From an optimization exercise on the open Yosys and OpenROAD flow, aimed at small area and a short achievable clock period; shortcuts taken in it are not production practice.
At most, simulation tests tie the RTL to the original design; equivalence was not proved.

==> inputs of xenon <==
## cordic_sin_cos
module cordic_sin_cos(clk, rst, target_angle, x_res, y_res);
make LEC_CHECK=0 CAP_MARGIN=20 CORE_MARGIN=2 CORE_UTILIZATION=40 SLEW_MARGIN=20 finish   # period 35.0 ns
run.sh (not shown) runs the stock make flow with config.mk's settings and CLKGATE_MAP_FILE= SYNTH_SCRIPT=/design/flow/synth_recipe.tcl, a recipe that flattens the netlist after the stock synthesis.
==> fjord: changes against xenon <==
--- a/flow/design.v
+++ b/flow/design.v
@@ -27,17 +27,15 @@
  assign z0 = {zh, a[4:0] & {5{~(satp | satn)}}};
 endmodule
 module output_mapping(
  input [16:0] x,
  input [16:0] y,
- input q2,
- input q3,
  output [16:0] x_res,
  output [16:0] y_res
 );
- assign x_res = x + (q2 | q3);
- assign y_res = y + q3;
+ assign x_res = x;
+ assign y_res = y;
 endmodule
 module cordic_sin_cos(clk, rst, target_angle, x_res, y_res);
  input clk, rst;
  input [19:0] target_angle;
  output reg [19:0] x_res;
@@ -147,36 +145,36 @@
   endcase
  end
  assign d[8] = dr8;
  wire [7:0] ti = {q3, q2, d[5:0]};
  wire [16:0] xt, yt;
- wire [255:0] tbx0 = 256'h302d4bf3302d4bf3302d4bf3302d4bf3daf46d09daf46d09cfd2b40ccfd2b40c;
- wire [255:0] tby0 = 256'hdaf46d09daf46d09daf46d09daf46d09cfd2b40ccfd2b40c250b92f6250b92f6;
+ wire [255:0] tbx0 = 256'hcfd2b40ccfd2b40ccfd2b40ccfd2b40c250b92f6250b92f6cfd2b40ccfd2b40c;
+ wire [255:0] tby0 = 256'h250b92f6250b92f6250b92f6250b92f6cfd2b40ccfd2b40c250b92f6250b92f6;
  assign xt[0] = tbx0[ti];
  assign yt[0] = tby0[ti];
- wire [255:0] tbx1 = 256'h7e8a4ff96ce3264e7e8a4ff96ce3264eb08c9f283bb0a3e98175b006931cd9b1;
- wire [255:0] tby1 = 256'hb08c9f283bb0a3e9b08c9f283bb0a3e98175b006931cd9b14f7360d7c44f5c16;
+ wire [255:0] tbx1 = 256'h4ea7040a5cce6dbd4ea7040a5cce6dbd6a78f221e144cee08175b006931cd9b1;
+ wire [255:0] tby1 = 256'h6a78f221e144cee06a78f221e144cee08175b006931cd9b14f7360d7c44f5c16;
  assign xt[1] = tbx1[ti];
  assign yt[1] = tby1[ti];
- wire [255:0] tbx2 = 256'ha52f6b6a35c4e59aa52f6b6a35c4e59ab74e4748fdadac1b5ad09495ca3b1a65;
- wire [255:0] tby2 = 256'hb74e4748fdadac1bb74e4748fdadac1b5ad09495ca3b1a6548b1b8b7025253e4;
+ wire [255:0] tbx2 = 256'h9527209b15e5e7d89527209b15e5e7d827ca4a40e71d8d125ad09495ca3b1a65;
+ wire [255:0] tby2 = 256'h27ca4a40e71d8d1227ca4a40e71d8d125ad09495ca3b1a6548b1b8b7025253e4;
  assign xt[2] = tbx2[ti];
  assign yt[2] = tby2[ti];
- wire [255:0] tbx3 = 256'h4ad0364e507e1b774ad0364e507e1b77c8b1e950e5c852e5b52fc9b1af81e488;
- wire [255:0] tby3 = 256'hc8b1e950e5c852e5c8b1e950e5c852e5b52fc9b1af81e488374e16af1a37ad1a;
+ wire [255:0] tbx3 = 256'h6ad87d2e707e1b756ad87d2e707e1b7558b5ec58fd6872ecb52fc9b1af81e488;
+ wire [255:0] tby3 = 256'h58b5ec58fd6872ec58b5ec58fd6872ecb52fc9b1af81e488374e16af1a37ad1a;
  assign xt[3] = tbx3[ti];
  assign yt[3] = tby3[ti];
- wire [255:0] tbx4 = 256'h4623d7966bebc4624623d7966bebc462dc46bfbcc2829dc5b9dc286994143b9d;
- wire [255:0] tby4 = 256'hdc46bfbcc2829dc5dc46bfbcc2829dc5b9dc286994143b9d23b940433d7d623a;
+ wire [255:0] tbx4 = 256'h4623d5d66bebc4604623d5d66bebc4605c46bebcc2029dc4b9dc286994143b9d;
+ wire [255:0] tby4 = 256'h5c46bebcc2029dc45c46bebcc2029dc4b9dc286994143b9d23b940433d7d623a;
  assign xt[4] = tbx4[ti];
  assign yt[4] = tby4[ti];
- wire [255:0] tbx5 = 256'h35258775aee1a4ac35258775aee1a4ac6f4f1fef08870d08cada788a511e5b53;
- wire [255:0] tby5 = 256'h6f4f1fef08870d086f4f1fef08870d08cada788a511e5b5390b0e010f778f2f7;
+ wire [255:0] tbx5 = 256'h35258575aee1a4ae35258575aee1a4aeef4f1eef08070d09cada788a511e5b53;
+ wire [255:0] tby5 = 256'hef4f1eef08070d09ef4f1eef08070d09cada788a511e5b5390b0e010f778f2f7;
  assign xt[5] = tbx5[ti];
  assign yt[5] = tby5[ti];
- wire [255:0] tbx6 = 256'h2436286e76146c242436286e76146c244d6c40c8ec7dc94ddbc9d79189eb93db;
- wire [255:0] tby6 = 256'h4d6c40c8ec7dc94d4d6c40c8ec7dc94ddbc9d79189eb93dbb293bf37138236b2;
+ wire [255:0] tbx6 = 256'h24362a6e76146c2424362a6e76146c244d6c41c8ecfdc94ddbc9d79189eb93db;
+ wire [255:0] tby6 = 256'h4d6c41c8ecfdc94d4d6c41c8ecfdc94ddbc9d79189eb93dbb293bf37138236b2;
  assign xt[6] = tbx6[ti];
  assign yt[6] = tby6[ti];
  wire [255:0] tbx7 = 256'h69e0235e7ac4079669e0235e7ac40796c38546f8e09d5e3c961fdca1853bf869;
  wire [255:0] tby7 = 256'hc38546f8e09d5e3cc38546f8e09d5e3c961fdca1853bf8693c7ab9071f62a1c3;
  assign xt[7] = tbx7[ti];
@@ -218,34 +216,34 @@
  assign xt[16] = tbx16[ti];
  assign yt[16] = tby16[ti];
  wire qn = q2 | q3;
  wire [16:0] tx6 = {{6{yt[16]}}, yt[16:6]};
  wire [16:0] ty6 = {{6{xt[16]}}, xt[16:6]};
- wire cx6 = d[6] ^ q3;
- wire cy6 = ~(d[6] ^ qn);
- wire [17:0] xs7 = {xt, 1'b1} + {tx6 ^ {17{d[6]}}, cx6};
- wire [17:0] ys7 = {yt, 1'b1} + {ty6 ^ {17{~d[6]}}, cy6};
- wire [16:0] x7 = xs7[17:1];
- wire [16:0] y7 = ys7[17:1];
+ wire zx6 = ~|xt[5:0];
+ wire zy6 = ~|yt[5:0];
+ wire cx6 = q3 ? ~(d[6] ^ zy6) : d[6];
+ wire cy6 = qn ? (d[6] ^ zx6) : ~d[6];
+ wire [16:0] x7 = xt + (tx6 ^ {17{d[6]}}) + cx6;
+ wire [16:0] y7 = yt + (ty6 ^ {17{~d[6]}}) + cy6;
  wire [16:0] tx7 = {{7{y7[16]}}, y7[16:7]};
  wire [16:0] ty7 = {{7{x7[16]}}, x7[16:7]};
- wire cx7 = d[7] ^ q3;
- wire cy7 = ~(d[7] ^ qn);
- wire [17:0] xs8 = {x7, 1'b1} + {tx7 ^ {17{d[7]}}, cx7};
- wire [17:0] ys8 = {y7, 1'b1} + {ty7 ^ {17{~d[7]}}, cy7};
- wire [16:0] x8 = xs8[17:1];
- wire [16:0] y8 = ys8[17:1];
+ wire zx7 = ~|x7[6:0];
+ wire zy7 = ~|y7[6:0];
+ wire cx7 = q3 ? ~(d[7] ^ zy7) : d[7];
+ wire cy7 = qn ? (d[7] ^ zx7) : ~d[7];
+ wire [16:0] x8 = x7 + (tx7 ^ {17{d[7]}}) + cx7;
+ wire [16:0] y8 = y7 + (ty7 ^ {17{~d[7]}}) + cy7;
  wire [16:0] tx8 = {{8{y8[16]}}, y8[16:8]};
  wire [16:0] ty8 = {{8{x8[16]}}, x8[16:8]};
- wire cx8 = d[8] ^ q3;
- wire cy8 = ~(d[8] ^ qn);
- wire [17:0] xs9 = {x8, 1'b1} + {tx8 ^ {17{d[8]}}, cx8};
- wire [17:0] ys9 = {y8, 1'b1} + {ty8 ^ {17{~d[8]}}, cy8};
- wire [16:0] x9 = xs9[17:1];
- wire [16:0] y9 = ys9[17:1];
+ wire zx8 = ~|x8[7:0];
+ wire zy8 = ~|y8[7:0];
+ wire cx8 = q3 ? ~(d[8] ^ zy8) : d[8];
+ wire cy8 = qn ? (d[8] ^ zx8) : ~d[8];
+ wire [16:0] x9 = x8 + (tx8 ^ {17{d[8]}}) + cx8;
+ wire [16:0] y9 = y8 + (ty8 ^ {17{~d[8]}}) + cy8;
  wire [16:0] xo, yo;
- output_mapping out_map(.x(x9), .y(y9), .q2(q2), .q3(q3), .x_res(xo), .y_res(yo));
+ output_mapping out_map(.x(x9), .y(y9), .x_res(xo), .y_res(yo));
  always @(posedge clk) begin
   if (rst == 1'b0) begin
    x_res <= 20'd0;
    y_res <= 20'd0;
   end else begin
==> flow/config.mk (replaced) <==
export PLATFORM = sky130hd
export DESIGN_NAME = cordic_sin_cos
export DESIGN_NICKNAME = cordic_sin_cos
export VERILOG_FILES = /design/flow/design.v
export SDC_FILE = /design/flow/constraint.sdc
export NUM_CORES = 4
export LEC_CHECK = 0
export ABC_AREA = 1
export CAP_MARGIN = 20
export CORE_MARGIN = 2
export CORE_UTILIZATION = 40
export SLEW_MARGIN = 20
==> run notes <==
Of fjord and xenon, fjord has the higher maximum frequency (gap about 6%, measured against xenon).
Of xenon and fjord, fjord has the higher worst setup slack (gap 1.5 ns).
In fjord the sequential share of layout area is higher than in xenon, by 0.42 points.
Against fjord, the worst hold slack of xenon is higher by 0.47 ns.
Critical path depth: fjord is higher than xenon (3).
Between fjord and xenon, the lower cell count is in xenon (gap 6.5%, measured against xenon).
==> figures <==
Run status: fjord complete, no violations; xenon complete, no violations
Number of DRC markers after the initial detailed-route iteration: fjord 1,429; xenon 1,582
Fraction of synthesized cell area taken by the top area cell type: fjord 0.1328; xenon 0.1297
Starting Density: fjord 0.4070; xenon 0.4080
Core area: fjord 0.02778 sq mm; xenon 0.02980 sq mm
Post-Place Cell Area: fjord 0.01207 sq mm; xenon 0.01307 sq mm
Area occupied by multi-input gates: fjord 0.009315 sq mm; xenon 0.01083 sq mm
Ratio of layout area to synthesized area: fjord 1.0812x; xenon 1.0875x
Actual slew at the worst max-slew pin: fjord 1.124 ns; xenon 1.198 ns
Net total in the final layout: fjord 2,064; xenon 1,917
Sequential-to-total area share from yosys stat: fjord 0.06020; xenon 0.05599
Fmax achieved: fjord 39.69 MHz; xenon 37.41 MHz
Non-filler instance count after layout: fjord 2,293; xenon 2,153
Count of TritonRoute iterations in the first routing pass: fjord 8; xenon 7
Number of signal-net inverters in the final layout: fjord 248; xenon 71
Clk_buf instances: fjord 6; xenon 5
Minimum clock period after layout: fjord 25.19 ns; xenon 26.73 ns
No functional check of the RTL was part of fjord.

## port drivers added, routing unchanged
The flow's constraints put no driver on any port. The routed layouts listed below were extracted and timed again, unchanged, in two steps. Step 1: set_driving_cell puts a clkbuf_16 on clk and a buf_2 on each other input, an assumption about the parent block. Step 2 times the ports against the registers' clock, not the clock port: input delays grow and output delays shrink by t, the midpoint of the rising clock arrivals with the driver on. Slacks: no drivers / after step 1 / after step 2; pairs: no drivers / after step 1.
| run | t (ns) | setup WS [ns] | hold slack, ns | cell pins on the clock port's net |
|---|---|---|---|---|
| xenon | 0.310 | 8.266 / 8.279 / 7.969 | 7.947 / 7.936 / 7.748 | 1 |
| fjord | 0.312 | 9.805 / 9.818 / 9.506 | 7.477 / 7.470 / 7.751 | 1 |
After both steps setup and hold are still met in every run listed. The setup slack of fjord, which loses most, moves by +0.013 ns with the drivers and by -0.299 ns with both steps.
